Context: an optimization exercise on an open-source flow, tuned for small area and a short achievable clock period. The choices shown serve that exercise and are no tape-out recipe.
Function was checked by simulation only, so behaviour that the tests miss may differ from the original.

==> flow/design.v, too long to show whole: its modules and the start of the top module <==
// module izhikevich: 5435 lines
module izhikevich (clk, a, b, c, d, v, u, i, v_prime, u_prime, fired);
  // ...
==> flow/run.sh <==
#!/bin/bash
# synth_recipe.tcl (not shown) runs the flow's synth.tcl, then flattens the netlist and writes it again
# the make line also repeats each setting of config.mk as NAME=value (left out here)
make -C /OpenROAD-flow-scripts/flow DESIGN_CONFIG=/design/flow/config.mk WORK_HOME=/design/flow/orfs CLKGATE_MAP_FILE= SYNTH_SCRIPT=/design/flow/synth_recipe.tcl finish
==> flow/config.mk <==
export PLATFORM = sky130hd
export DESIGN_NAME = izhikevich
export DESIGN_NICKNAME = izhikevich
export VERILOG_FILES = /design/flow/design.v
export SDC_FILE = /design/flow/constraint.sdc
export NUM_CORES = 4
export LEC_CHECK = 0
export CAP_MARGIN = 20
export CORE_MARGIN = 2
export CORE_UTILIZATION = 40
export SLEW_MARGIN = 20
==> flow/constraint.sdc <==
create_clock -name core_clock -period 24.0 [get_ports {clk}]
set_input_delay 4.8000 -clock core_clock [delete_from_list [all_inputs] [get_ports {clk}]]
set_output_delay 4.8000 -clock core_clock [all_outputs]
set_load 0.01 [all_outputs]
==> metrics.md, run 1 <==
| Metric | Value |
|---|---|
| Register area | `700.7 um^2` |
| Max-slew violations | `0` |
| PortBufs | `154` |
| DP Area | `30680 um^2` |
| Dpl ws | `5142 ps` |
| Initial antenna violation count | `1` |
| Pin count of the biggest net entering global routing | `47` |
| Fin nets | `4214` |
| Hold Startpoint | `c[16]` |
| Buffering overhead | `0.06262` |
| Setup Viol. Count Final | `0` |
| Outcome | `finished clean` |
| DP Wirelength | `66830 um` |
| Clock-cell share | `0.005475` |
| Synthesized area | `28260 um^2` |
| Die height | `269.8 um` |
| # Taps | `940` |
| Worst-margin pin slew | `1101 ps` |
| Largest family of logic cells by synthesized area | `adder cells` |
| #MultiIn Comb | `2614` |
| Synth Area in Simple Gates | `0.08172` |
| Hold Path Class | `in -> reg` |
| Gp weighted congestion | `0.8999` |
| Gate Count Post-Synth | `3378` |
| Regs by FF count | `u_prime: 17 flops, v_prime: 17 flops, fired: 1 flops` |
| Global route total overflow | `0` |
| Worst path required time | `24190 ps` |
| Post-Synth XOR/XNOR Area | `0.2026` |
| Highest routed layer | `met5` |
| Fmax | `53.44 MHz` |
| Async SR Flop Fraction | `0` |
| Clock Path Buffers | `2` |
==> run 2, diff against run 1 <==
==> flow/flow/run.sh (new file) <==
#!/bin/bash
# Standard ORFS layout (the standard.sh, unchanged synthesis), with the
# timing-repair steps aiming for a larger setup slack than the default.
set -euo pipefail
bash standard.sh SETUP_SLACK_MARGIN=8 finish > standard_flow.log 2>&1
==> flow/standard.sh (new file) <==
#!/bin/bash
# synth_recipe.tcl (not shown) runs the flow's synth.tcl, then flattens the netlist and writes it again
# the make line also repeats each setting of config.mk as NAME=value (left out here)
make -C /OpenROAD-flow-scripts/flow DESIGN_CONFIG=/design/flow/config.mk WORK_HOME=/design/flow/orfs CLKGATE_MAP_FILE= SYNTH_SCRIPT=/design/flow/synth_recipe.tcl "${@:-finish}"
removed: flow/run.sh
==> run 2 against run 1 <==
Routed wire length rose by 5.7%. Synthesized area did not move. Sequential share of layout area fell by 0.20 points. Non-clock buffer count rose by 138. Still clean. Highest routed layer unchanged. Critical endpoint is now u_prime[15].
==> metrics.md, run 2 <==
| Metric | Value |
|---|---|
| Max Cap Violations | `0 (unchanged)` |
| Gate Count Post-Synth | `3378 (unchanged)` |
| Row count | `97 (unchanged)` |
| Commonest non-fill, non-tap cells in the layout | `491 x inv_1, 467 x xnor2_1, 364 x ha_1 (was 518 x inv_1, 491 x xnor2_1, 398 x ha_1)` |
| Final Util | `0.4831 (was 0.4405)` |
| Synth Net Count | `4189 (unchanged)` |
| CTS clk-pin slew, worst paths | `60 ps (about the same)` |
| Register area | `700.7 um^2 (unchanged)` |
| CTS buffer count | `5 (unchanged)` |
| Most frequent cells after synthesis | `518 x inv_1, 496 x xnor2_1, 398 x ha_1 (unchanged)` |
| Die height | `269.8 um (unchanged)` |
| Core Area | `70030 um^2 (unchanged)` |
| Commonest non-fill, non-tap cell in the layout | `inv_1 (unchanged)` |
| Async SR Flop Fraction | `0 (unchanged)` |
| Post-synth EDFFs | `0 (unchanged)` |
| Regs by FF count | `u_prime: 17 flops, v_prime: 17 flops, fired: 1 flops (unchanged)` |
| Fin nets | `4358 (was 4214)` |
| Pin count of the biggest net entering global routing | `47 (unchanged)` |
| Synth area leader | `fa_1 (unchanged)` |
| PortBufs | `154 (unchanged)` |
| Hold Path Class | `in -> reg (unchanged)` |
| Post-synth top flop | `dfxtp_1 (unchanged)` |
| Antenna Cells | `0 (unchanged)` |
| H-tree levels | `2 (unchanged)` |
| Initial antenna violation count | `1 (unchanged)` |
| Critical-path top delay cell | `or4_4 (was clkdlybuf4s50_1)` |
| Count leader, synth | `inv_1 (unchanged)` |
| Flop and latch count out of synthesis | `35 (unchanged)` |
| Final setup margin | `7848 ps (was 5289 ps)` |
| Vias in the first global route | `24.36k (was 23.29k)` |
| Gp weighted congestion | `0.8989 (was 0.8999)` |
| Critical Path Start Type | `input pin (unchanged)` |
| Fmax | `61.91 MHz (was 53.44 MHz)` |
| Unrepaired setup endpoints after global routing | `yes (was no)` |
| Worst-margin pin slew | `1123 ps (was 1101 ps)` |
| Non-Filler Instances | `4488 (was 4344)` |
| Clock Path Buffers | `2 (unchanged)` |
| Max_slew headroom | `0.2489 (was 0.2640)` |
| Max-slew violations | `0 (unchanged)` |
| Multi-input gate area | `26190 um^2 (was 24860 um^2)` |
| Yosys synthesis warning count | `1 (unchanged)` |
| DP Wirelength | `66370 um (was 66830 um)` |
| Post-synth top area share | `0.2075 (unchanged)` |
| Setup CP Type | `in -> reg (unchanged)` |
| Via count | `24.90k (was 23.76k)` |
| CP Max Fanout | `6 (was 17)` |
| Crit path top cell by count | `fa_1` |
| First-pass GRT wire length | `138400 um (was 133500 um)` |
| Post-synthesis sequential area ratio | `0.02479 (unchanged)` |
| Die X | `269.8 um (unchanged)` |
| Sink Count | `35 (unchanged)` |
| Routed Antenna Nets | `0 (unchanged)` |
| Pre-antenna DRT Iters | `6 (was 7)` |
| # fillers | `6729 (was 7108)` |
| Area growth, synth to finish | `19.69% (was 9.150%)` |
| Initial core utilization | `0.4036 (unchanged)` |
| Synthesized area | `28260 um^2 (unchanged)` |
| Setup Viol. Count Final | `0 (unchanged)` |
| Worst path required time | `24160 ps (was 24190 ps)` |
| Fin. Hold Viols | `0 (unchanged)` |
| Worst Setup End Kind | `register (unchanged)` |
| Average cell area after synthesis | `8.367 um^2 (unchanged)` |
| Dpl ws | `5144 ps (was 5142 ps)` |
| Setup TNS Final | `0 ps (unchanged)` |
| Top post-synthesis cells by area | `fa_1 21%, ha_1 18%, xnor2_1 15% (unchanged)` |
| DRC Markers | `0 (unchanged)` |
| Die area | `72800 um^2 (unchanged)` |
| Global route total overflow | `0 (unchanged)` |
| WL final | `89310 um (was 84490 um)` |
| Outcome | `finished clean (unchanged)` |
| DR iter-0 viols | `2109 (was 1824)` |
| CP peak stage delay | `560 ps (was 1090 ps)` |
| Post-synth cell types | `98 (unchanged)` |
| CTS tree | `done (unchanged)` |
| Placed insts | `4335 (was 4336)` |
| Post-layout min period | `16150 ps (was 18710 ps)` |
| WP data arrival | `16320 ps (was 18900 ps)` |
| Routed len/inst | `19.90 um (was 19.45 um)` |
| Io pins | `155 (unchanged)` |
| Share of cells above drive strength 1 | `0.1488 (was 0.04642)` |
| Period utilization | `0.6730 (was 0.7796)` |
| All-layer global routing usage | `0.2359 (was 0.2277)` |
| DR vias/cell | `5.547 (was 5.469)` |
| Clock root cell | `clkbuf_16 (unchanged)` |
-- run 2: cell types whose count changed in the layout (fill, tap and decap cells not counted), sizes merged --
cell           delta
clkdlybuf4s50    -23
buf             +142
a21o              +1
dlymetal6s2s      +1
clkdlybuf4s15     +4
mux2              +4
bufbuf            +6
dlygate4sd2       +6
clkbuf            +2
clkinv            -1
nor2              +1
inv               +1
-- run 2: cells by family (layout without fill, tap and decap cells) --
family / Yosys count / in the layout / synth area share
muxes: 45 / 49 / 0.01691
xor gates and xnor gates: 649 / 649 / 0.2026
and+or+nand+nor: 462 / 463 / 0.08172
buffers and inverters: 729 / 893 / 0.09814
adders and majority gates: 694 / 694 / 0.3848
AOI/OAI and AO/OA: 764 / 765 / 0.1911
DFF: 35 / 35 / 0.02479
-- run 2: final cells by class --
type	instances	share of cell area
Timing Repair Buffer	348	0.1045
Inverter	537	0.06103
Tap cell	940	0.03477
Multi-Input combinational cell	2620	0.7740
Clock buffer	5	0.003699
Clock inverter	3	0.001294
Sequential cell	35	0.02071
-- run 2: timing repair --
action                     CTS  global route
setup endpoints to repair   34            32
pin swaps                  110            76
hold buffers                 0             0
setup buffers              102            29
resized for setup          291           139
gates cloned                13             1
-- run 2: per-stage QoR --
stage               area [um^2]  hold slack [ps]
floorplan                 28550             4907
global placement          30830             5349
detailed placement        30830             5354
CTS                       33000             5051
global route              33830             5058
finish                    33830             5055
-- run 2: layer usage --
metal	track usage	vias to the layer above	share of wire
li1	-	11670	-
met1	0.3366	12160	0.46
met2	0.3829	918	0.45
met3	0.02427	152	0.064
met4	0.05365	2	0.023
met5	0	-	0.00013
-- run 2: final timing paths --
kind  start     endpoint  cells past startpoint
max    b[1]  u_prime[15]                     53
min   c[16]  v_prime[16]                      3
-- run 2: critical path, delay by kind of cell --
family / cells / cell delay (ps)
XOR/XNOR: 4 / 690
multiplexers: 2 / 410
adder cells (fa/ha/maj): 13 / 5380
buffers and inverters: 12 / 1190
AND/OR/NAND/NOR: 3 / 1200
AO/OA/AOI/OAI: 19 / 2600
==> run 3, diff against run 2 <==
==> flow/flow/run.sh (replaced) <==
#!/bin/bash
# Standard ORFS layout (the standard.sh, unchanged synthesis), with the
# timing-repair steps aiming for a larger setup slack than the default.
set -euo pipefail
bash standard.sh SETUP_SLACK_MARGIN=12 finish > standard_flow.log 2>&1
==> run 3 against run 2 <==
Worst setup slack worse by 72 ps. Fmax fell by 0.44%. Die area unchanged. Routed wire length up 6.0%. Global-route usage is 1.3 points higher. Worst hold slack worse by 0.69 ps. Critical path depth increased by 2. Critical path type unchanged. Non-clock buffer count is 131 higher.
==> metrics.md, run 3 <==
| Metric | Value |
|---|---|
| Met2 WL | `43700 um (was 40560 um)` |
| DRC Markers | `0 (unchanged)` |
| Flop and latch count out of synthesis | `35 (unchanged)` |
| Yosys synthesis warning count | `1 (unchanged)` |
| Setup TNS Final | `0 ps (unchanged)` |
| DR vias/cell | `5.546 (was 5.547)` |
| Top post-synthesis cells by area | `fa_1 21%, ha_1 18%, xnor2_1 15% (unchanged)` |
| Die height | `269.8 um (unchanged)` |
| Clock Path Buffers | `2 (unchanged)` |
| Unrepaired setup endpoints after global routing | `yes (unchanged)` |
| Row count | `97 (unchanged)` |
| Setup CP Type | `in -> reg (unchanged)` |
| Routed Antenna Nets | `0 (unchanged)` |
| # fillers | `6479 (was 6729)` |
| DP Area | `30860 um^2 (was 30830 um^2)` |
| Count leader, synth | `inv_1 (unchanged)` |
| Post-route design area | `36410 um^2 (was 33830 um^2)` |
| # hold bufs at CTS | `0 (unchanged)` |
| Clock root cell | `clkbuf_16 (unchanged)` |
| WP data arrival | `16410 ps (was 16320 ps)` |
| Post-synth EDFFs | `0 (unchanged)` |
| CP Max Fanout | `5 (was 6)` |
| Post-synth cell types | `98 (unchanged)` |
| Post-synthesis sequential area ratio | `0.02479 (unchanged)` |
| Period utilization | `0.6760 (was 0.6730)` |
| DR iter-0 viols | `1913 (was 2109)` |
| Gate Count Post-Synth | `3378 (unchanged)` |
| Synth area leader | `fa_1 (unchanged)` |
| CTS buffer count | `5 (unchanged)` |
| Fin nets | `4489 (was 4358)` |
| Fin. Hold Viols | `0 (unchanged)` |
| Most frequent cells after synthesis | `518 x inv_1, 496 x xnor2_1, 398 x ha_1 (unchanged)` |
| All-layer global routing usage | `0.2494 (was 0.2359)` |
| Async SR Flop Fraction | `0 (unchanged)` |
| Worst Setup End Kind | `register (unchanged)` |
| Share of cells above drive strength 1 | `0.2281 (was 0.1488)` |
| Wire length on met1 | `42100 um (was 40970 um)` |
| Pin count of the biggest net entering global routing | `47 (unchanged)` |
| Max-slew violations | `0 (unchanged)` |
| Highest routed layer | `met5 (unchanged)` |
| Core Area | `70030 um^2 (unchanged)` |
| Max_slew headroom | `0.3254 (was 0.2489)` |
| Area growth, synth to finish | `28.81% (was 19.69%)` |
| Regs by FF count | `u_prime: 17 flops, v_prime: 17 flops, fired: 1 flops (unchanged)` |
| Commonest non-fill, non-tap cells in the layout | `479 x inv_1, 438 x xnor2_1, 336 x ha_1 (was 491 x inv_1, 467 x xnor2_1, 364 x ha_1)` |
| Routed len/inst | `20.49 um (was 19.90 um)` |
| Hold slack | `5054 ps (was 5055 ps)` |
| Worst-margin pin slew | `1009 ps (was 1123 ps)` |
| Synth Net Count | `4189 (unchanged)` |
| Die X | `269.8 um (unchanged)` |
| Antenna Cells | `0 (unchanged)` |
| Via count | `25.62k (was 24.90k)` |
| Post-synth top flop | `dfxtp_1 (unchanged)` |
| Post-synth top area share | `0.2075 (unchanged)` |
| Synthesized area | `28260 um^2 (unchanged)` |
| Pre-antenna DRT Iters | `5 (was 6)` |
| Gp weighted congestion | `0.8856 (was 0.8989)` |
| Post-layout min period | `16220 ps (was 16150 ps)` |
| Outcome | `finished clean (unchanged)` |
| Initial antenna violation count | `1 (unchanged)` |
| H-tree levels | `2 (unchanged)` |
| Hold Path Class | `in -> reg (unchanged)` |
| Fmax | `61.64 MHz (was 61.91 MHz)` |
| Initial core utilization | `0.4036 (unchanged)` |
| Io pins | `155 (unchanged)` |
| Final setup margin | `7776 ps (was 7848 ps)` |
| Critical Path Start Type | `input pin (unchanged)` |
| Average cell area after synthesis | `8.367 um^2 (unchanged)` |
| Die area | `72800 um^2 (unchanged)` |
| Setup Viol. Count Final | `0 (unchanged)` |
| CP peak stage delay | `550 ps (was 560 ps)` |
| Global route total overflow | `0 (unchanged)` |
| Met3 WL | `6179 um (was 5686 um)` |
| Dpl ws | `5386 ps (was 5144 ps)` |
| WL final | `94650 um (was 89310 um)` |
| First-pass GRT wire length | `145600 um (was 138400 um)` |
| PortBufs | `154 (unchanged)` |
| Worst path required time | `24180 ps (was 24160 ps)` |
| Commonest non-fill, non-tap cell in the layout | `inv_1 (unchanged)` |
| Max Cap Violations | `0 (unchanged)` |
| DP Wirelength | `66760 um (was 66370 um)` |
| Critical-path top delay cell | `fa_1 (was or4_4)` |
| Sink Count | `35 (unchanged)` |
| Vias in the first global route | `25.67k (was 24.36k)` |
| CTS tree | `done (unchanged)` |
| CTS clk-pin slew, worst paths | `60 ps (about the same)` |
## run 3: critical path, delay by kind of cell
kind | cells | cell delay (ps)
buffers and inverters | 15 | 1560
adder cells (fa/ha/maj) | 13 | 5450
XOR/XNOR | 4 | 800
AO/OA/AOI/OAI | 18 | 2800
AND/OR/NAND/NOR | 3 | 610
multiplexers | 2 | 390
## run 3: what timing repair did
item / in CTS / in global routing
endpoints found under the setup margin: 35 / 35
hold endpoints to repair: 0 / 0
buffers inserted: 194 / 60
gates resized for setup: 520 / 169
pin swaps: 186 / 202
gates cloned: 21 / 2
## run 3: cell type report
type	count	area [um^2]	area share
tap	940	1176	0.03230
clock inverter	3	43.79	0.001203
inverter	537	2077	0.05705
clock buffer	5	125.1	0.003437
timing repair buffer	479	4742	0.1302
multi-input combinational	2620	27540	0.7565
sequential	35	700.7	0.01925
## run 3: per-stage QoR
step / instances / util
after floorplan: 3378 / -
after global placement: 4334 / 0.4407
after detailed placement: 4334 / 0.4407
after CTS: 4557 / 0.5008
after global routing: 4619 / 0.5199
final: 4619 / 0.5199
## run 3: path summary, 6_finish.rpt
| kind | start | endpoint | slack, ps | cells past startpoint |
|---|---|---|---|---|
| worst min-delay path | c[16] | v_prime[16] | 5050 | 3 |
| worst max-delay path | b[1] | u_prime[12] | 7780 | 55 |
## run 3: metal layers
layer  up-vias  track usage
met5         -            0
met4         2      0.06652
met3       166      0.02267
met2      1014       0.4109
met1     12500       0.3492
li1      11940            -
## run 3: logic make-up (layout without fill, tap and decap cells)
| group | after synthesis | in the layout | synth area share |
|---|---|---|---|
| simple gates | 462 | 463 | 0.08172 |
| fa+ha+maj | 694 | 694 | 0.3848 |
| xor+xnor | 649 | 649 | 0.2026 |
| mux | 45 | 49 | 0.01691 |
| flops | 35 | 35 | 0.02479 |
| compound gates | 764 | 765 | 0.1911 |
| buf+inv | 729 | 1024 | 0.09814 |
==> run 4, diff against run 3 <==
==> flow/flow/run.sh (replaced) <==
#!/bin/bash
# Standard ORFS layout (the standard.sh, unchanged synthesis), with the
# timing-repair steps aiming for a larger setup slack than the default.
set -euo pipefail
bash standard.sh SETUP_SLACK_MARGIN=6 finish > standard_flow.log 2>&1
==> run 4 against run 3 <==
Final cell count down 5.8%. Fmax down 6.8%. Global-route usage down 2.2 points. Still clean on timing, DRC and antenna.
==> metrics.md, run 4 <==
| Metric | Value |
|---|---|
| Outcome | `finished clean (unchanged)` |
| Io pins | `155 (unchanged)` |
| Flop and latch count out of synthesis | `35 (unchanged)` |
| Gate Count Post-Synth | `3378 (unchanged)` |
| DR vias/cell | `5.484 (was 5.546)` |
| Max_slew headroom | `0.2924 (was 0.3254)` |
| Fin nets | `4221 (was 4489)` |
| Commonest non-fill, non-tap cell in the layout | `inv_1 (unchanged)` |
| All-layer global routing usage | `0.2277 (was 0.2494)` |
| Post-synthesis sequential area ratio | `0.02479 (unchanged)` |
| Worst path required time | `24190 ps (was 24180 ps)` |
| # fillers | `7090 (was 6479)` |
| H-tree levels | `2 (unchanged)` |
| Top post-synthesis cells by area | `fa_1 21%, ha_1 18%, xnor2_1 15% (unchanged)` |
| DR iter-0 viols | `1911 (was 1913)` |
| Post-layout min period | `17400 ps (was 16220 ps)` |
| Global route total overflow | `0 (unchanged)` |
| Final setup margin | `6599 ps (was 7776 ps)` |
| Critical Path Start Type | `input pin (unchanged)` |
| Pre-antenna DRT Iters | `5 (unchanged)` |
| Crit path top cell by count | `fa_1` |
| Clock Path Buffers | `2 (unchanged)` |
| Area growth, synth to finish | `9.518% (was 28.81%)` |
| Post-synth cell types | `98 (unchanged)` |
| Die area | `72800 um^2 (unchanged)` |
| GR Layer Usage met1 | `0.3272 (was 0.3492)` |
| WP data arrival | `17590 ps (was 16410 ps)` |
| Met3 Track Usage GR | `0.02178 (was 0.02267)` |
| Post-synth top area share | `0.2075 (unchanged)` |
| Yosys synthesis warning count | `1 (unchanged)` |
| CP peak stage delay | `510 ps (was 550 ps)` |
| CTS clk-pin slew, worst paths | `60 ps (about the same)` |
| Synth Net Count | `4189 (unchanged)` |
| Async SR Flop Fraction | `0 (unchanged)` |
| Die X | `269.8 um (unchanged)` |
| Gp weighted congestion | `0.8999 (was 0.8856)` |
| Sink Count | `35 (unchanged)` |
| Regs by FF count | `u_prime: 17 flops, v_prime: 17 flops, fired: 1 flops (unchanged)` |
| First-pass GRT wire length | `133500 um (was 145600 um)` |
| Most frequent cells after synthesis | `518 x inv_1, 496 x xnor2_1, 398 x ha_1 (unchanged)` |
| Row count | `97 (unchanged)` |
| Pin count of the biggest net entering global routing | `47 (unchanged)` |
| Post-synth top flop | `dfxtp_1 (unchanged)` |
| Clock root cell | `clkbuf_16 (unchanged)` |
| CP Max Fanout | `17 (was 5)` |
| Final Util | `0.4420 (was 0.5199)` |
| Dpl ws | `5142 ps (was 5386 ps)` |
| GR Util met2 | `0.3690 (was 0.4109)` |
| Via count | `23.87k (was 25.62k)` |
| # hold bufs at CTS | `0 (unchanged)` |
| Worst Setup End Kind | `register (unchanged)` |
| Share of cells above drive strength 1 | `0.05394 (was 0.2281)` |
| Die height | `269.8 um (unchanged)` |
| Core Area | `70030 um^2 (unchanged)` |
| Average cell area after synthesis | `8.367 um^2 (unchanged)` |
| WL final | `84630 um (was 94650 um)` |
| CTS tree | `done (unchanged)` |
| Setup TNS Final | `0 ps (unchanged)` |
| Post-synth EDFFs | `0 (unchanged)` |
| Unrepaired setup endpoints after global routing | `no (was yes)` |
| Commonest non-fill, non-tap cells in the layout | `518 x inv_1, 491 x xnor2_1, 393 x ha_1 (was 479 x inv_1, 438 x xnor2_1, 336 x ha_1)` |
| Synth area leader | `fa_1 (unchanged)` |
| DRC Markers | `0 (unchanged)` |
| Hold Path Class | `in -> reg (unchanged)` |
| Setup Viol. Count Final | `0 (unchanged)` |
| GR peak layer | `met2 (unchanged)` |
| Initial antenna violation count | `2 (was 1)` |
| Max-slew violations | `0 (unchanged)` |
| Routed len/inst | `19.45 um (was 20.49 um)` |
| Count leader, synth | `inv_1 (unchanged)` |
| PortBufs | `154 (unchanged)` |
| Fmax | `57.47 MHz (was 61.64 MHz)` |
| Critical-path top delay cell | `fa_1 (unchanged)` |
| Setup CP Type | `in -> reg (unchanged)` |
| Worst-margin pin slew | `1058 ps (was 1009 ps)` |
| Fin. Hold Viols | `0 (unchanged)` |
| Synthesized area | `28260 um^2 (unchanged)` |
| Vias in the first global route | `23.29k (was 25.67k)` |
| Routed Antenna Nets | `0 (unchanged)` |
| Period utilization | `0.7250 (was 0.6760)` |
| Initial core utilization | `0.4036 (unchanged)` |
| CTS buffer count | `5 (unchanged)` |
| Max Cap Violations | `0 (unchanged)` |
| DP Wirelength | `66830 um (was 66760 um)` |
==> run 4: changes by cell type in the layout (fill, tap and decap cells not counted), moves of 29 or more <==
cell | before | now
a21oi_1 | 98 | 128
inv_2 | 43 | 14
ha_1 | 336 | 393
a22oi_1 | 220 | 265
ha_4 | 47 | 0
fa_1 | 253 | 293
xnor2_1 | 438 | 491
inv_1 | 479 | 518
buf_6 | 44 | 0
a22oi_2 | 45 | 0
fa_2 | 40 | 0
buf_4 | 242 | 62
xnor2_2 | 51 | 5
==> run 4: cells by family (layout without fill, tap and decap cells) <==
kind of cell             Yosys count  in the layout  synth area share
AO/OA/AOI/OAI                    764            764            0.1911
buffers and inverters            729            762           0.09814
adder cells (fa/ha/maj)          694            694            0.3848
XOR/XNOR                         649            649            0.2026
AND/OR/NAND/NOR                  462            462           0.08172
multiplexers                      45             45           0.01691
flip-flops                        35             35           0.02479
other                              0              1                 0
==> run 4: worst max-delay path, delay by kind of cell <==
family / cells / cell delay, ps
xor+xnor: 4 / 610
fa+ha+maj: 13 / 5740
simple gates: 2 / 400
mux: 2 / 640
buf+inv: 11 / 1620
compound gates: 20 / 3760
==> run 4: path summary, 6_finish.rpt <==
path | cells past startpoint | to | from | slack (ps)
worst min-delay path | 3 | v_prime[16] | c[16] | 5040
worst max-delay path | 52 | u_prime[3] | b[11] | 6600
==> run 4: metal layers <==
metal | wire, um | vias up
li1 | - | 11360
met1 | 39030 | 11530
met2 | 38210 | 849
met3 | 5433 | 124
met4 | 1943 | 2
met5 | 12 | -
==> run 4: area by class of cell <==
type,instances,area (um^2),share of cell area
multi-input cells,2614,24910,0.8047
inverters,537,2019,0.06524
repair buffers,217,1977,0.06386
well taps,940,1176,0.03800
flip-flops and latches,35,700.7,0.02264
clock buffers,5,125.1,0.004042
clock inverters,3,43.79,0.001415
diodes,1,2.502,0.00008084
==> run 4: per-stage QoR <==
| step | instance area (um^2) | hold slack [ps] | cells |
|---|---|---|---|
| 3_3_place_gp | 30680 | 5345 | 4336 |
| 2_1_floorplan | 28260 | 4907 | 3378 |
| 6_report | 30950 | 5043 | 4352 |
| 3_5_place_dp | 30680 | 5345 | 4336 |
| 4_1_cts | 30860 | 5039 | 4344 |
| 5_1_grt | 30950 | 5080 | 4352 |
==> run 4: timing repair <==
item,CTS,global route
pin swaps,0,3
gates resized for setup,14,27
gates cloned,0,0
setup buffers,0,7
endpoints found under the setup margin,16,19
==> run 5, diff against run 4 <==
==> flow/flow/run.sh (replaced) <==
#!/bin/bash
# Standard ORFS layout (the standard.sh, unchanged synthesis), with the
# timing-repair steps aiming for a larger setup slack than the default.
set -euo pipefail
bash standard.sh SETUP_SLACK_MARGIN=10 finish > standard_flow.log 2>&1
--- a/flow/config.mk
+++ b/flow/config.mk
@@ -5,6 +5,7 @@
 export SDC_FILE = /design/flow/constraint.sdc
 export NUM_CORES = 4
 export LEC_CHECK = 0
+export ABC_AREA = 1
 export CAP_MARGIN = 20
 export CORE_MARGIN = 2
 export CORE_UTILIZATION = 40
==> run 5 against run 4 <==
Die area down 2.0%. Synthesized area fell by 2.0%. Worst setup slack improved by 2100 ps. Final cell count rose by 13%. Fmax rose by 14%. Largest cell class unchanged.
==> metrics.md, run 5 <==
| Metric | Value |
|---|---|
| Final Util | `0.5184 (was 0.4420)` |
| Routed Antenna Nets | `0 (unchanged)` |
| DP Area | `30440 um^2 (was 30680 um^2)` |
| Io pins | `155 (unchanged)` |
| Setup TNS Final | `0 ps (unchanged)` |
| Fin. Hold Viols | `0 (unchanged)` |
| Hold Path Stages | `3 (unchanged)` |
| Critical Path Start Type | `input pin (unchanged)` |
| PortBufs | `154 (unchanged)` |
| WP buf/inv | `23 (was 11)` |
| Post-synth EDFFs | `0 (unchanged)` |
| # hold bufs at CTS | `0 (unchanged)` |
| Die X | `267.1 um (was 269.8 um)` |
| Setup Viol. Count Final | `0 (unchanged)` |
| Post-synth top area share | `0.2119 (was 0.2075)` |
| DR iter-0 viols | `1975 (was 1911)` |
| Gp weighted congestion | `0.9181 (was 0.8999)` |
| Initial antenna violation count | `0 (was 2)` |
| CTS buffer count | `5 (unchanged)` |
| Hold slack | `5040 ps (was 5043 ps)` |
| Average cell area after synthesis | `7.616 um^2 (was 8.367 um^2)` |
| Flop and latch count out of synthesis | `35 (unchanged)` |
| Max-slew violations | `0 (unchanged)` |
| Post-synth top flop | `dfxtp_1 (unchanged)` |
| Unrepaired setup endpoints after global routing | `yes (was no)` |
| Worst hold endpoint | `v_prime[15] (was v_prime[16])` |
| Max_slew headroom | `0.2415 (was 0.2924)` |
| Row count | `96 (was 97)` |
| CTS clk-pin slew, worst paths | `50 ps (was 60 ps)` |
| Regs by FF count | `u_prime: 17 flops, v_prime: 17 flops, fired: 1 flops (unchanged)` |
| Pin count of the biggest net entering global routing | `43 (was 47)` |
| # fillers | `6411 (was 7090)` |
| Sink Count | `35 (unchanged)` |
| Post-layout min period | `15330 ps (was 17400 ps)` |
| Share of cells above drive strength 1 | `0.2120 (was 0.05394)` |
| Yosys synthesis warning count | `1 (unchanged)` |
| Clock Path Buffers | `2 (unchanged)` |
| Post-synth cell types | `62 (was 98)` |
| DP Wirelength | `67530 um (was 66830 um)` |
| Async SR Flop Fraction | `0 (unchanged)` |
| Clock root cell | `clkbuf_16 (unchanged)` |
| Top post-synthesis cells by area | `fa_1 21%, ha_1 18%, xor2_1 16% (was fa_1 21%, ha_1 18%, xnor2_1 15%)` |
| Hold Path Class | `in -> reg (unchanged)` |
| Area growth, synth to finish | `28.43% (was 9.518%)` |
| Post-route design area | `35560 um^2 (was 30950 um^2)` |
| Max Cap Violations | `0 (unchanged)` |
| DR vias/cell | `5.275 (was 5.484)` |
| WP data arrival | `15560 ps (was 17590 ps)` |
| Synth area leader | `fa_1 (unchanged)` |
| Outcome | `finished clean (unchanged)` |
| Worst path required time | `24230 ps (was 24190 ps)` |
| H-tree levels | `2 (unchanged)` |
| Hold Startpoint | `c[15] (was c[16])` |
| Initial core utilization | `0.4037 (was 0.4036)` |
| Worst Setup End Kind | `register (unchanged)` |
| CTS tree | `done (unchanged)` |
| Gate Count Post-Synth | `3635 (was 3378)` |
| Global route total overflow | `0 (unchanged)` |
| Die area | `71330 um^2 (was 72800 um^2)` |
| Synth Net Count | `4446 (was 4189)` |
| Die height | `267.1 um (was 269.8 um)` |
| Critical-path top delay cell | `fa_1 (unchanged)` |
| Commonest non-fill, non-tap cells in the layout | `646 x inv_1, 471 x xor2_1, 371 x nand2_1 (was 518 x inv_1, 491 x xnor2_1, 393 x ha_1)` |
| Synthesized area | `27690 um^2 (was 28260 um^2)` |
| Routed len/inst | `18.79 um (was 19.45 um)` |
| Pre-antenna DRT Iters | `6 (was 5)` |
| Fmax | `65.25 MHz (was 57.47 MHz)` |
| WL final | `92020 um (was 84630 um)` |
| Post-synthesis sequential area ratio | `0.02531 (was 0.02479)` |
| Vias in the first global route | `25.74k (was 23.29k)` |
| Commonest non-fill, non-tap cell in the layout | `inv_1 (unchanged)` |
| Period utilization | `0.6386 (was 0.7250)` |
| Fin nets | `4778 (was 4221)` |
| Top delay family on crit path | `adder cells (unchanged)` |
| DRC Markers | `0 (unchanged)` |
| Most frequent cells after synthesis | `715 x inv_1, 492 x xor2_1, 425 x nand2_1 (was 518 x inv_1, 496 x xnor2_1, 398 x ha_1)` |
| Worst-margin pin slew | `1130 ps (was 1058 ps)` |
| Crit. Startpoint | `b[7] (was b[11])` |
| CP Max Fanout | `12 (was 17)` |
| Via count | `25.84k (was 23.87k)` |
| Count leader, synth | `inv_1 (unchanged)` |
| First-pass GRT wire length | `140500 um (was 133500 um)` |
| CP peak stage delay | `550 ps (was 510 ps)` |
| Antenna Cells | `0 (was 1)` |
| Crit path top cell by count | `fa_1 (unchanged)` |
| Core Area | `68590 um^2 (was 70030 um^2)` |
| Setup CP Type | `in -> reg (unchanged)` |
| All-layer global routing usage | `0.2489 (was 0.2277)` |
-- run 5: cell count changes after synthesis, sizes merged, moves of 30 or more --
cell    delta
a22oi    -265
clkbuf    -37
inv      +206
nand2    +319
nand3     +52
o22ai    +297
or2       +30
xnor2    -381
xor2     +343
-- run 5: how the worst max path moves through the flow --
stage / endpoint / slack [ps] / cells past startpoint
CTS: u_prime[15] / 9000 / 60
finish: u_prime[7] / 8670 / 58
global placement: u_prime[15] / 6690 / 61
global route: u_prime[16] / 8250 / 70
floorplan: u_prime[12] / 9090 / 70
detailed placement: u_prime[15] / 6490 / 63
-- run 5: area by class of cell --
class / instances / area [um^2] / share of cell area
well taps: 931 / 1165 / 0.03276
multi-input cells: 2699 / 25900 / 0.7285
clock inverters: 1 / 5.005 / 0.0001408
flip-flops and latches: 35 / 700.7 / 0.01971
inverters: 754 / 3137 / 0.08822
clock buffers: 6 / 138.9 / 0.003906
repair buffers: 467 / 4456 / 0.1253
repair inverters: 5 / 51.30 / 0.001443
-- run 5: cell families (layout without fill, tap and decap cells) --
logic type | after synthesis | count (layout) | synth area share
flip-flops | 35 | 35 | 0.02531
XOR/XNOR | 610 | 610 | 0.1945
adder cells (fa/ha/maj) | 693 | 693 | 0.3925
buffers and inverters | 908 | 1233 | 0.1246
multiplexers | 15 | 15 | 0.005513
AND/OR/NAND/NOR | 772 | 779 | 0.1250
AO/OA/AOI/OAI | 602 | 602 | 0.1326
-- run 5: through the flow --
step / std cells / setup slack (ps)
after global placement: 4596 / 6694
after floorplan: 3635 / 9086
after detailed placement: 4596 / 6486
final: 4898 / 8673
after global routing: 4898 / 8250
after CTS: 4846 / 9003
-- run 5: what timing repair did --
action,4_1_cts,5_1_grt
buffers inserted,230,48
resized for setup,528,169
endpoints found under the setup margin,35,35
cloned,13,4
hold endpoints to repair,0,0
pin swaps,132,94
-- run 5: routing by layer --
layer	global-route usage	vias to the layer above	wire length (um)	share of wire
li1	-	12300	-	-
met2	0.4291	940	44190	0.48
met3	0.02050	194	5079	0.055
met1	0.3303	12400	39560	0.43
met5	0	-	0	0
met4	0.07683	0	3192	0.035
==> run 6, diff against run 5 <==
==> flow/flow/run.sh (replaced) <==
#!/bin/bash
# Standard ORFS layout (the standard.sh, unchanged synthesis), with the
# timing-repair steps aiming for a larger setup slack than the default.
set -euo pipefail
bash standard.sh SETUP_SLACK_MARGIN=9 finish > standard_flow.log 2>&1
==> run 6 against run 5 <==
Die area stayed put. Worst hold slack better by 3.6 ps. Clock-buffer cell count stayed put.
==> metrics.md, run 6 <==
| Metric | Value |
|---|---|
| Count leader, synth | `inv_1 (unchanged)` |
| CP peak stage delay | `590 ps (was 550 ps)` |
| Most frequent cells after synthesis | `715 x inv_1, 492 x xor2_1, 425 x nand2_1 (unchanged)` |
| Outcome | `finished clean (unchanged)` |
| Synth area leader | `fa_1 (unchanged)` |
| Post-layout min period | `15300 ps (was 15330 ps)` |
| Regs by FF count | `u_prime: 17 flops, v_prime: 17 flops, fired: 1 flops (unchanged)` |
| Top post-synthesis cells by area | `fa_1 21%, ha_1 18%, xor2_1 16% (unchanged)` |
| Die X | `267.1 um (unchanged)` |
| Unrepaired setup endpoints after global routing | `yes (unchanged)` |
| GR peak layer | `met2 (unchanged)` |
| Gate Count Post-Synth | `3635 (unchanged)` |
| CTS tree | `done (unchanged)` |
| Die area | `71330 um^2 (unchanged)` |
| Antenna Cells | `0 (unchanged)` |
| Core Area | `68590 um^2 (unchanged)` |
| Max-slew violations | `0 (unchanged)` |
| Setup TNS Final | `0 ps (unchanged)` |
| Sink Count | `35 (unchanged)` |
| DR vias/cell | `5.281 (was 5.275)` |
| Pin count of the biggest net entering global routing | `43 (unchanged)` |
| Post-Synth XOR/XNOR Area | `0.1945 (unchanged)` |
| Vias in the first global route | `24.64k (was 25.74k)` |
| WP buf/inv | `17 (was 23)` |
| Worst-margin pin slew | `1179 ps (was 1130 ps)` |
| Crit path top cell by count | `fa_1 (unchanged)` |
| Initial antenna violation count | `1 (was 0)` |
| DP Wirelength | `67360 um (was 67530 um)` |
| Routed len/inst | `18.80 um (was 18.79 um)` |
| Non-Filler Instances | `4874 (was 4898)` |
| Critical Path Start Type | `input pin (unchanged)` |
| Gp weighted congestion | `0.9105 (was 0.9181)` |
| Commonest non-fill, non-tap cells in the layout | `642 x inv_1, 467 x xor2_1, 386 x nand2_1 (was 646 x inv_1, 471 x xor2_1, 371 x nand2_1)` |
| Worst path required time | `24180 ps (was 24230 ps)` |
| All-layer global routing usage | `0.2453 (was 0.2489)` |
| CTS clk-pin slew, worst paths | `50 ps (about the same)` |
| Adder-cell area share of the yosys netlist | `0.3925 (unchanged)` |
| Io pins | `155 (unchanged)` |
| Synthesized area | `27690 um^2 (unchanged)` |
| GR Util met2 | `0.4111 (was 0.4291)` |
| Yosys synthesis warning count | `1 (unchanged)` |
| Fmax | `65.34 MHz (was 65.25 MHz)` |
| Met3 Track Usage GR | `0.02381 (was 0.02050)` |
| PortBufs | `154 (unchanged)` |
| Flop and latch count out of synthesis | `35 (unchanged)` |
| Fin. Hold Viols | `0 (unchanged)` |
| H-tree levels | `2 (unchanged)` |
| WP data arrival | `15480 ps (was 15560 ps)` |
| Post-synth top flop | `dfxtp_1 (unchanged)` |
| Hold Path Class | `in -> reg (unchanged)` |
| Period utilization | `0.6376 (was 0.6386)` |
| Pre-antenna DRT Iters | `5 (was 6)` |
| WL final | `91650 um (was 92020 um)` |
| Routed Antenna Nets | `0 (unchanged)` |
| Initial core utilization | `0.4037 (unchanged)` |
| Die height | `267.1 um (unchanged)` |
| Async SR Flop Fraction | `0 (unchanged)` |
| Fin nets | `4754 (was 4778)` |
| # hold bufs at CTS | `0 (unchanged)` |
| Post-synth cell types | `62 (unchanged)` |
| Global route total overflow | `0 (unchanged)` |
| First-pass GRT wire length | `137700 um (was 140500 um)` |
| # fillers | `6475 (was 6411)` |
| Synth Area in Compound Gates | `0.1326 (unchanged)` |
| Placed insts | `4597 (was 4596)` |
| Critical-path top delay cell | `fa_2 (was fa_1)` |
| Area growth, synth to finish | `26.75% (was 28.43%)` |
| Setup CP Type | `in -> reg (unchanged)` |
| Top delay family on crit path | `adder cells (unchanged)` |
| Via count | `25.74k (was 25.84k)` |
| Largest family of logic cells by synthesized area | `adder cells (unchanged)` |
| Worst Setup End Kind | `register (unchanged)` |
| Synth Net Count | `4446 (unchanged)` |
| CTS buffer count | `5 (unchanged)` |
| Clock root cell | `clkbuf_16 (unchanged)` |
| DR iter-0 viols | `2146 (was 1975)` |
| Post-synth top area share | `0.2119 (unchanged)` |
| Share of cells above drive strength 1 | `0.2006 (was 0.2120)` |
| Max_slew headroom | `0.1987 (was 0.2415)` |
| Setup Viol. Count Final | `0 (unchanged)` |
| Average cell area after synthesis | `7.616 um^2 (unchanged)` |
| Row count | `96 (unchanged)` |
| Multiplexer share of the synthesized area | `0.005514 (unchanged)` |
| GR Layer Usage met1 | `0.3341 (was 0.3303)` |
| Clock Path Buffers | `2 (unchanged)` |
| CP Max Fanout | `7 (was 12)` |
| Max Cap Violations | `0 (unchanged)` |
| Post-synthesis sequential area ratio | `0.02531 (unchanged)` |
| DRC Markers | `0 (unchanged)` |
| Commonest non-fill, non-tap cell in the layout | `inv_1 (unchanged)` |
| Synth Area in Simple Gates | `0.1250 (unchanged)` |
| Post-synth EDFFs | `0 (unchanged)` |
-- run 6: final timing paths --
kind / start / to / slack (ps) / cells past startpoint
worst max-delay path: b[9] / u_prime[11] / 8700 / 55
worst min-delay path: c[14] / v_prime[14] / 5040 / 3
-- run 6: logic make-up after synthesis --
kind of cell    count (synthesis)
mux                            15
simple gates                  772
flops                          35
xor+xnor                      610
compound gates                602
buf+inv                       908
fa+ha+maj                     693
-- run 6: repair_timing --
item	4_1_cts	5_1_grt
resized for setup	418	236
endpoints found under the setup margin	35	35
cloned	11	2
pin swaps	107	145
buffers inserted	178	79
-- run 6: per-stage QoR --
| step | area, um^2 | utilization | setup WS (ps) | hold WS [ps] |
|---|---|---|---|---|
| 2_1_floorplan | 28300 | - | 9008 | 4910 |
| 3_3_place_gp | 30360 | 0.4427 | 6557 | 5326 |
| 3_5_place_dp | 30360 | 0.4427 | 6374 | 5337 |
| 4_1_cts | 33520 | 0.4887 | 8981 | 5041 |
| 5_1_grt | 35090 | 0.5116 | 8278 | 5081 |
| 6_report | 35090 | 0.5116 | 8696 | 5043 |
-- run 6: final cells by class --
| class | instances | area [um^2] | area share |
|---|---|---|---|
| clock inverters | 1 | 5.005 | 0.0001426 |
| clock buffers | 6 | 138.9 | 0.003958 |
| inverters | 754 | 3087 | 0.08796 |
| multi-input cells | 2698 | 25680 | 0.7318 |
| flip-flops and latches | 35 | 700.7 | 0.01997 |
| well taps | 931 | 1165 | 0.03320 |
| repair inverters | 2 | 16.27 | 0.0004635 |
| repair buffers | 447 | 4300 | 0.1225 |
-- run 6: metal layers --
metal	routed length, um	share of wire
met1	39790	0.43
met2	42390	0.46
met3	5947	0.065
met4	3503	0.038
met5	13	0.00014
==> run 7, diff against run 6 <==
==> flow/flow/run.sh (replaced) <==
#!/bin/bash
# Standard ORFS layout (the standard.sh, unchanged synthesis), with the
# timing-repair steps aiming for a larger setup slack than the default.
set -euo pipefail
bash standard.sh SETUP_SLACK_MARGIN=7 finish > standard_flow.log 2>&1
==> run 7 against run 6 <==
Critical path depth grew 8. Still clean. Highest routed layer unchanged. Via count fell by 4.8%. Sequential share of layout area is 0.25 points higher. Die area did not move.
==> metrics.md, run 7 <==
| Metric | Value |
|---|---|
| Io pins | `155 (unchanged)` |
| Post-synth top area share | `0.2119 (unchanged)` |
| Post-synth EDFFs | `0 (unchanged)` |
| Crit path top cell by count | `nand2_1 (was fa_1)` |
| Post-layout min period | `16280 ps (was 15300 ps)` |
| DRC Markers | `0 (unchanged)` |
| Routed Antenna Nets | `0 (unchanged)` |
| CTS buffer count | `5 (unchanged)` |
| Die X | `267.1 um (unchanged)` |
| # hold bufs at CTS | `0 (unchanged)` |
| PortBufs | `154 (unchanged)` |
| CP peak stage delay | `520 ps (was 590 ps)` |
| Most frequent cells after synthesis | `715 x inv_1, 492 x xor2_1, 425 x nand2_1 (unchanged)` |
| CTS tree | `done (unchanged)` |
| Worst Setup End Kind | `register (unchanged)` |
| Placed insts | `4602 (was 4597)` |
| Row count | `96 (unchanged)` |
| Via count | `24.49k (was 25.74k)` |
| Pin count of the biggest net entering global routing | `43 (unchanged)` |
| Worst path required time | `24220 ps (was 24180 ps)` |
| Setup TNS Final | `0 ps (unchanged)` |
| DR iter-0 viols | `1873 (was 2146)` |
| Die area | `71330 um^2 (unchanged)` |
| Die height | `267.1 um (unchanged)` |
| Post-Synth XOR/XNOR Area | `0.1945 (unchanged)` |
| Gate Count Post-Synth | `3635 (unchanged)` |
| Flop and latch count out of synthesis | `35 (unchanged)` |
| Worst-margin pin slew | `1111 ps (was 1179 ps)` |
| Synth Area in Compound Gates | `0.1326 (unchanged)` |
| First-pass GRT wire length | `131900 um (was 137700 um)` |
| Met3 Track Usage GR | `0.01830 (was 0.02381)` |
| Setup CP Type | `in -> reg (unchanged)` |
| Largest family of logic cells by synthesized area | `adder cells (unchanged)` |
| Critical Path Start Type | `input pin (unchanged)` |
| DP Area | `30060 um^2 (was 30360 um^2)` |
| DR vias/cell | `5.238 (was 5.281)` |
| All-layer global routing usage | `0.2331 (was 0.2453)` |
| Hold Path Stages | `3 (unchanged)` |
| Max_slew headroom | `0.2539 (was 0.1987)` |
| CP Max Fanout | `15 (was 7)` |
| Post-synth top flop | `dfxtp_1 (unchanged)` |
| Synthesized area | `27690 um^2 (unchanged)` |
| Fmax | `61.42 MHz (was 65.34 MHz)` |
| Vias in the first global route | `23.95k (was 24.64k)` |
| Core Area | `68590 um^2 (unchanged)` |
| Post-route design area | `31160 um^2 (was 35090 um^2)` |
| Critical-path top delay cell | `fa_1 (was fa_2)` |
| DP Wirelength | `67330 um (was 67360 um)` |
| GR peak layer | `met2 (unchanged)` |
| CTS clk-pin slew, worst paths | `60 ps (was 50 ps)` |
| Count leader, synth | `inv_1 (unchanged)` |
| WL final | `84580 um (was 91650 um)` |
| Multiplexer share of the synthesized area | `0.005514 (unchanged)` |
| Post-synth cell types | `62 (unchanged)` |
| Clock root cell | `clkbuf_16 (unchanged)` |
| Share of cells above drive strength 1 | `0.07316 (was 0.2006)` |
| Adder-cell area share of the yosys netlist | `0.3925 (unchanged)` |
| # fillers | `6994 (was 6475)` |
| GR Util met2 | `0.4023 (was 0.4111)` |
| Async SR Flop Fraction | `0 (unchanged)` |
| Commonest non-fill, non-tap cell in the layout | `inv_1 (unchanged)` |
| Regs by FF count | `u_prime: 17 flops, v_prime: 17 flops, fired: 1 flops (unchanged)` |
| Area growth, synth to finish | `12.55% (was 26.75%)` |
| Global route total overflow | `0 (unchanged)` |
| H-tree levels | `2 (unchanged)` |
| Synth area leader | `fa_1 (unchanged)` |
| Fin. Hold Viols | `0 (unchanged)` |
| Average cell area after synthesis | `7.616 um^2 (unchanged)` |
| Fin nets | `4556 (was 4754)` |
| Yosys synthesis warning count | `1 (unchanged)` |
| Unrepaired setup endpoints after global routing | `yes (unchanged)` |
| WP data arrival | `16500 ps (was 15480 ps)` |
| Commonest non-fill, non-tap cells in the layout | `696 x inv_1, 492 x xor2_1, 417 x nand2_1 (was 642 x inv_1, 467 x xor2_1, 386 x nand2_1)` |
| Gp weighted congestion | `0.9207 (was 0.9105)` |
| Clock Path Buffers | `2 (unchanged)` |
| Setup Viol. Count Final | `0 (unchanged)` |
| Max Cap Violations | `0 (unchanged)` |
| Initial antenna violation count | `1 (unchanged)` |
| Synth Area in Simple Gates | `0.1250 (unchanged)` |
| Hold Path Class | `in -> reg (unchanged)` |
| Synth Net Count | `4446 (unchanged)` |
| Max-slew violations | `0 (unchanged)` |
| Outcome | `finished clean (unchanged)` |
| Pre-antenna DRT Iters | `5 (unchanged)` |
| Top post-synthesis cells by area | `fa_1 21%, ha_1 18%, xor2_1 16% (unchanged)` |
| Period utilization | `0.6784 (was 0.6376)` |
| Post-synthesis sequential area ratio | `0.02531 (unchanged)` |
| Hold slack | `5036 ps (was 5043 ps)` |
| Routed len/inst | `18.09 um (was 18.80 um)` |
| Antenna Cells | `0 (unchanged)` |
| Initial core utilization | `0.4037 (unchanged)` |
| GR Layer Usage met1 | `0.3163 (was 0.3341)` |
| Sink Count | `35 (unchanged)` |
| Non-Filler Instances | `4676 (was 4874)` |
==> run 7: cell counts after synthesis <==
No cell type changed its count.
==> run 7: cells by family after synthesis <==
family / Yosys count
AOI/OAI and AO/OA: 602
xor gates and xnor gates: 610
adders and majority gates: 693
buffers and inverters: 908
DFF: 35
muxes: 15
and+or+nand+nor: 772
==> run 7: path summary, 6_finish.rpt <==
check	start	to	slack, ps
max	b[11]	u_prime[11]	7720
min	c[14]	v_prime[14]	5040
==> run 7: area by class of cell <==
cell class / instances / area, um^2 / area share
Tap cell: 931 / 1165 / 0.03739
Multi-Input combinational cell: 2693 / 23810 / 0.7641
Clock buffer: 6 / 138.9 / 0.004457
Clock inverter: 1 / 5.005 / 0.0001606
Inverter: 754 / 2910 / 0.09340
Timing Repair Buffer: 253 / 2409 / 0.07730
Sequential cell: 35 / 700.7 / 0.02249
Timing Repair inverter: 3 / 22.52 / 0.0007228
==> run 7: timing repair <==
item | CTS | global route
endpoints found under the setup margin | 16 | 16
buffers inserted | 5 | 58
cloned | 0 | 4
pin swaps | 0 | 5
gates resized for setup | 55 | 70
==> run 7: per-layer routing <==
metal  part of all wire  wire length (um)  up-vias
li1                   -                 -    11850
met1               0.44             37220    11590
met2               0.47             39900      911
met3              0.064              5385      138
met4              0.024              2071        2
met5            0.00013                11        -
==> run 7: through the flow <==
step	worst slack [ps]	util
after floorplan	7582	-
after global placement	5418	0.4382
after detailed placement	5288	0.4383
after CTS	7009	0.4422
after global routing	6984	0.4543
final	7718	0.4543
==> run 7: worst max-delay path, delay by kind of cell <==
family / cells / cell delay, ps
compound gates: 6 / 840
buf+inv: 16 / 1720
xor+xnor: 3 / 680
simple gates: 26 / 2940
fa+ha+maj: 12 / 5450
==> run 8, diff against run 7 <==
==> flow/flow/run.sh (replaced) <==
#!/bin/bash
# Standard ORFS layout (the standard.sh, unchanged synthesis), with the
# timing-repair steps aiming for a larger setup slack than the default.
set -euo pipefail
bash standard.sh SETUP_SLACK_MARGIN=8 finish > standard_flow.log 2>&1
==> run 8 against run 7 <==
Still clean on timing, DRC and antenna. Synthesized area unchanged. Global-route usage increased by 0.066 points. Final cell count increased by 1.8%.
==> metrics.md, run 8 <==
| Metric | Value |
|---|---|
| Top post-synthesis cells by area | `fa_1 21%, ha_1 18%, xor2_1 16% (unchanged)` |
| Period utilization | `0.6515 (was 0.6784)` |
| Antenna Cells | `0 (unchanged)` |
| Max_slew headroom | `0.2791 (was 0.2539)` |
| Gp weighted congestion | `0.9026 (was 0.9207)` |
| Via count | `24.98k (was 24.49k)` |
| Vias in the first global route | `24.04k (was 23.95k)` |
| H-tree levels | `2 (unchanged)` |
| Setup CP Type | `in -> reg (unchanged)` |
| Largest family of logic cells by synthesized area | `adder cells (unchanged)` |
| First-pass GRT wire length | `132100 um (was 131900 um)` |
| CTS buffer count | `5 (unchanged)` |
| Worst path required time | `24170 ps (was 24220 ps)` |
| Post-synth cell types | `62 (unchanged)` |
| Most frequent cells after synthesis | `715 x inv_1, 492 x xor2_1, 425 x nand2_1 (unchanged)` |
| Synth Net Count | `4446 (unchanged)` |
| Setup TNS Final | `0 ps (unchanged)` |
| DR iter-0 viols | `1855 (was 1873)` |
| Top delay family on crit path | `adder cells (unchanged)` |
| All-layer global routing usage | `0.2337 (was 0.2331)` |
| Flop and latch count out of synthesis | `35 (unchanged)` |
| Clock root cell | `clkbuf_16 (unchanged)` |
| DR vias/cell | `5.246 (was 5.238)` |
| Share of cells above drive strength 1 | `0.1284 (was 0.07316)` |
| Area growth, synth to finish | `18.93% (was 12.55%)` |
| WP buf/inv | `21 (was 16)` |
| Routed len/inst | `18.31 um (was 18.09 um)` |
| Routed Antenna Nets | `0 (unchanged)` |
| Core Area | `68590 um^2 (unchanged)` |
| Synth Area in Compound Gates | `0.1326 (unchanged)` |
| DRC Markers | `0 (unchanged)` |
| Worst-margin pin slew | `1051 ps (was 1111 ps)` |
| Regs by FF count | `u_prime: 17 flops, v_prime: 17 flops, fired: 1 flops (unchanged)` |
| Outcome | `finished clean (unchanged)` |
| Synth area leader | `fa_1 (unchanged)` |
| Gate Count Post-Synth | `3635 (unchanged)` |
| CP peak stage delay | `550 ps (was 520 ps)` |
| Final Util | `0.4801 (was 0.4543)` |
| Commonest non-fill, non-tap cell in the layout | `inv_1 (unchanged)` |
| Worst Setup End Kind | `register (unchanged)` |
| WP depth | `67 (was 63)` |
| Post-Synth XOR/XNOR Area | `0.1945 (unchanged)` |
| CTS clk-pin slew, worst paths | `50 ps (was 60 ps)` |
| Crit. Startpoint | `b[3] (was b[11])` |
| Die area | `71330 um^2 (unchanged)` |
| CTS tree | `done (unchanged)` |
| Max Cap Violations | `0 (unchanged)` |
| Commonest non-fill, non-tap cells in the layout | `682 x inv_1, 482 x xor2_1, 404 x nand2_1 (was 696 x inv_1, 492 x xor2_1, 417 x nand2_1)` |
| Count leader, synth | `inv_1 (unchanged)` |
| Critical Path Start Type | `input pin (unchanged)` |
| # fillers | `6709 (was 6994)` |
| Fin nets | `4642 (was 4556)` |
| Critical-path top delay cell | `fa_1 (unchanged)` |
| Async SR Flop Fraction | `0 (unchanged)` |
| Yosys synthesis warning count | `1 (unchanged)` |
| Post-synth top flop | `dfxtp_1 (unchanged)` |
| Row count | `96 (unchanged)` |
| Pin count of the biggest net entering global routing | `43 (unchanged)` |
| Max-slew violations | `0 (unchanged)` |
| Clock Path Buffers | `2 (unchanged)` |
| Hold Path Class | `in -> reg (unchanged)` |
| Post-synth EDFFs | `0 (unchanged)` |
| Fmax | `63.96 MHz (was 61.42 MHz)` |
| Post-synthesis sequential area ratio | `0.02531 (unchanged)` |
| Die X | `267.1 um (unchanged)` |
| DP Wirelength | `66780 um (was 67330 um)` |
| Synth Area in Simple Gates | `0.1250 (unchanged)` |
| Sink Count | `35 (unchanged)` |
| Die height | `267.1 um (unchanged)` |
| Synthesized area | `27690 um^2 (unchanged)` |
| Setup Viol. Count Final | `0 (unchanged)` |
| Critical path endpoint | `u_prime[6] (was u_prime[11])` |
| # hold bufs at CTS | `0 (unchanged)` |
| WP data arrival | `15810 ps (was 16500 ps)` |
| Io pins | `155 (unchanged)` |
| Unrepaired setup endpoints after global routing | `no (was yes)` |
| Multiplexer share of the synthesized area | `0.005514 (unchanged)` |
| Post-layout min period | `15640 ps (was 16280 ps)` |
| Post-synth top area share | `0.2119 (unchanged)` |
| Adder-cell area share of the yosys netlist | `0.3925 (unchanged)` |
| Hold Startpoint | `c[15] (was c[14])` |
| WL final | `87210 um (was 84580 um)` |
| Fin. Hold Viols | `0 (unchanged)` |
| Global route total overflow | `0 (unchanged)` |
| PortBufs | `154 (unchanged)` |
| Initial antenna violation count | `0 (was 1)` |
| CP Max Fanout | `15 (unchanged)` |
| Pre-antenna DRT Iters | `6 (was 5)` |
| Average cell area after synthesis | `7.616 um^2 (unchanged)` |
| Initial core utilization | `0.4037 (unchanged)` |
-- run 8: cell counts after synthesis --
Identical to the previous run, type by type.
-- run 8: cell families after synthesis --
group	count (synthesis)
xor+xnor	610
compound gates	602
simple gates	772
buf+inv	908
fa+ha+maj	693
mux	15
flops	35
-- run 8: how the worst min path moves through the flow --
| stage | end | slack, ps | depth (start not counted) |
|---|---|---|---|
| after floorplan | v_prime[1] | 4910 | 2 |
| after global placement | v_prime[14] | 5330 | 3 |
| after detailed placement | v_prime[15] | 5330 | 3 |
| after CTS | v_prime[15] | 5030 | 3 |
| after global routing | v_prime[1] | 5080 | 3 |
| final | v_prime[15] | 5040 | 3 |
-- run 8: final cells by class --
class	count	area, um^2	share of cell area
multi-input combinational	2694	24590	0.7468
clock buffer	6	138.9	0.004218
inverter	754	2985	0.09067
timing repair inverter	3	17.52	0.0005320
clock inverter	1	5.005	0.0001520
sequential	35	700.7	0.02128
timing repair buffer	338	3326	0.1010
tap	931	1165	0.03538
-- run 8: layer usage --
metal / share of wire / GRT usage / vias up
met5: 0 / 0 / -
met4: 0.030 / 0.06483 / 0
met3: 0.062 / 0.01876 / 170
met2: 0.47 / 0.3972 / 959
met1: 0.44 / 0.3179 / 11820
li1: - / - / 12030
-- run 8: timing repair --
item / CTS / global route
cloned: 5 / 2
buffers inserted: 71 / 75
hold endpoints to repair: 0 / 0
setup endpoints to repair: 31 / 34
resized for setup: 158 / 240
pin swaps: 14 / 74
-- run 8: stage by stage --
stage,std cells,worst slack [ps],area [um^2],hold slack [ps]
floorplan,3635,8083,27710,4910
finish,4762,8365,32930,5041
global placement,4601,5601,30060,5326
CTS,4684,8000,31330,5034
global route,4762,7737,32930,5081
detailed placement,4601,5316,30060,5330
==> run 9, diff against run 8 <==
==> flow/flow/run.sh (replaced) <==
#!/bin/bash
# Standard ORFS layout (the standard.sh, unchanged synthesis), with the
# timing-repair steps aiming for a larger setup slack than the default.
set -euo pipefail
bash standard.sh SETUP_SLACK_MARGIN=7.5 finish > standard_flow.log 2>&1
--- a/flow/config.mk
+++ b/flow/config.mk
@@ -10,3 +10,4 @@
 export CORE_MARGIN = 2
 export CORE_UTILIZATION = 40
 export SLEW_MARGIN = 20
+export TNS_END_PERCENT = 50
==> run 9 against run 8 <==
Global-route usage increased by 0.16 points. Clock-buffer cell count unchanged. Non-clock buffer count decreased by 62. Flip-flop and latch count unchanged. Final cell count is 1.3% lower. Synthesized cell count unchanged. Cell area fell by 3.7%. First-iteration DRC count up 1.7%. Fmax is 2.2% lower. Die area did not move. Worst setup slack worse by 350 ps. Critical endpoint is now u_prime[15].
==> metrics.md, run 9 <==
| Metric | Value |
|---|---|
| Hold Path Class | `in -> reg (unchanged)` |
| Row count | `96 (unchanged)` |
| Average cell area after synthesis | `7.616 um^2 (unchanged)` |
| Fin nets | `4580 (was 4642)` |
| Setup CP Type | `in -> reg (unchanged)` |
| CP peak stage delay | `550 ps (about the same)` |
| Pin count of the biggest net entering global routing | `43 (unchanged)` |
| Worst path required time | `24180 ps (was 24170 ps)` |
| Gp weighted congestion | `0.9207 (was 0.9026)` |
| Synth Net Count | `4446 (unchanged)` |
| Max_slew headroom | `0.2493 (was 0.2791)` |
| Outcome | `finished clean (unchanged)` |
| WL final | `85810 um (was 87210 um)` |
| Max-slew violations | `0 (unchanged)` |
| Sink Count | `35 (unchanged)` |
| Hold Startpoint | `c[14] (was c[15])` |
| Commonest non-fill, non-tap cell in the layout | `inv_1 (unchanged)` |
| Synth area leader | `fa_1 (unchanged)` |
| Unrepaired setup endpoints after global routing | `no (unchanged)` |
| Io pins | `155 (unchanged)` |
| All-layer global routing usage | `0.2353 (was 0.2337)` |
| Die X | `267.1 um (unchanged)` |
| Initial core utilization | `0.4037 (unchanged)` |
| Post-synth cell types | `62 (unchanged)` |
| CTS clk-pin slew, worst paths | `60 ps (was 50 ps)` |
| DP Area | `30060 um^2 (unchanged)` |
| Top post-synthesis cells by area | `fa_1 21%, ha_1 18%, xor2_1 16% (unchanged)` |
| Critical Path Start Type | `input pin (unchanged)` |
| Clock Path Buffers | `2 (unchanged)` |
| Share of cells above drive strength 1 | `0.09366 (was 0.1284)` |
| Worst Setup End Kind | `register (unchanged)` |
| Post-synth top area share | `0.2119 (unchanged)` |
| Post-route design area | `31710 um^2 (was 32930 um^2)` |
| Period utilization | `0.6659 (was 0.6515)` |
| Commonest non-fill, non-tap cells in the layout | `694 x inv_1, 491 x xor2_1, 411 x nand2_1 (was 682 x inv_1, 482 x xor2_1, 404 x nand2_1)` |
| Antenna Cells | `0 (unchanged)` |
| Post-synth EDFFs | `0 (unchanged)` |
| Global route total overflow | `0 (unchanged)` |
| Via count | `24.62k (was 24.98k)` |
| Routed Antenna Nets | `0 (unchanged)` |
| Most frequent cells after synthesis | `715 x inv_1, 492 x xor2_1, 425 x nand2_1 (unchanged)` |
| Pre-antenna DRT Iters | `6 (unchanged)` |
| # hold bufs at CTS | `0 (unchanged)` |
==> run 9: layer usage <==
metal,global-route usage,wire length [um],up-vias
met4,0.05694,2213,2
met5,0,11,-
li1,-,-,11910
met2,0.4070,40830,943
met3,0.01609,5499,141
met1,0.3190,37250,11630
==> run 9: cells by family after synthesis <==
| family | count (synthesis) | synth area share |
|---|---|---|
| AO/OA/AOI/OAI | 602 | 0.1326 |
| XOR/XNOR | 610 | 0.1945 |
| adder cells (fa/ha/maj) | 693 | 0.3925 |
| buffers and inverters | 908 | 0.1246 |
| flip-flops | 35 | 0.02531 |
| multiplexers | 15 | 0.005513 |
| AND/OR/NAND/NOR | 772 | 0.1250 |
==> run 9: repair_timing <==
action | 4_1_cts | 5_1_grt
gates cloned | 2 | 3
buffers inserted | 26 | 60
gates resized for setup | 84 | 139
endpoints found under the setup margin | 16 | 31
pin swaps | 3 | 27
==> run 9: path summary, 6_finish.rpt <==
path | end | slack [ps] | depth (start not counted)
setup / recovery | u_prime[15] | 8020 | 63
hold / removal | v_prime[14] | 5040 | 3
==> run 9: area by class of cell <==
| type | count | area [um^2] | share of cell area |
|---|---|---|---|
| multi-input cells | 2695 | 24150 | 0.7615 |
| repair inverters | 2 | 15.01 | 0.0004734 |
| clock buffers | 6 | 138.9 | 0.004379 |
| flip-flops and latches | 35 | 700.7 | 0.02209 |
| clock inverters | 1 | 5.005 | 0.0001578 |
| inverters | 754 | 2947 | 0.09291 |
| well taps | 931 | 1165 | 0.03673 |
| repair buffers | 276 | 2592 | 0.08175 |
==> run 9: through the flow <==
stage / hold WS (ps) / utilization / setup slack, ps / cells
2_1_floorplan: 4910 / - / 7582 / 3635
3_3_place_gp: 5326 / 0.4382 / 5418 / 4602
3_5_place_dp: 5328 / 0.4383 / 5288 / 4602
4_1_cts: 5031 / 0.4458 / 7506 / 4637
5_1_grt: 5078 / 0.4624 / 7376 / 4700
6_report: 5036 / 0.4624 / 8020 / 4700
==> run 9: worst max-delay path, delay by kind of cell <==
kind	cells	cell delay, ps
XOR/XNOR	2	410
AND/OR/NAND/NOR	22	2230
AO/OA/AOI/OAI	6	880
adder cells (fa/ha/maj)	13	5600
buffers and inverters	20	2200

==> what the ideal ports hide <==
Ports are ideal in the flow. The routed layouts listed here were re-timed in OpenROAD. Step 1, drivers: a clkbuf_16 drives clk and a buf_2 each remaining input, both assumed. Step 2 times the ports against the registers' clock, not the clock port: input delays grow and output delays shrink by t, the midpoint of the rising clock arrivals with the driver on. Slacks: ideal ports / drivers / drivers and shift; pairs: ideal ports / drivers.
| run | t (ns) | slack for setup (ns) | worst setup path after step 2 | pins driven straight from the clock port |
|---|---|---|---|---|
| run 1 | 0.334 | 5.289 / 5.256 / 4.922 | input to register | 1 |
| run 2 | 0.337 | 7.848 / 7.850 / 7.513 | input to register | 1 |
| run 3 | 0.336 | 7.776 / 7.781 / 7.446 | input to register | 1 |
| run 4 | 0.336 | 6.599 / 6.617 / 6.282 | input to register | 1 |
| run 5 | 0.317 | 8.673 / 8.619 / 8.302 | input to register | 1 |
| run 6 | 0.310 | 8.696 / 8.628 / 8.318 | input to register | 1 |
| run 7 | 0.314 | 7.718 / 7.722 / 7.408 | input to register | 1 |
| run 8 | 0.309 | 8.365 / 8.326 / 8.016 | input to register | 1 |
| run 9 | 0.312 | 8.020 / 8.022 / 7.709 | input to register | 1 |
After both steps setup and hold are still met in every run listed. The setup slack of run 6, which loses most, moves by -0.068 ns with the drivers and by -0.378 ns with both steps.
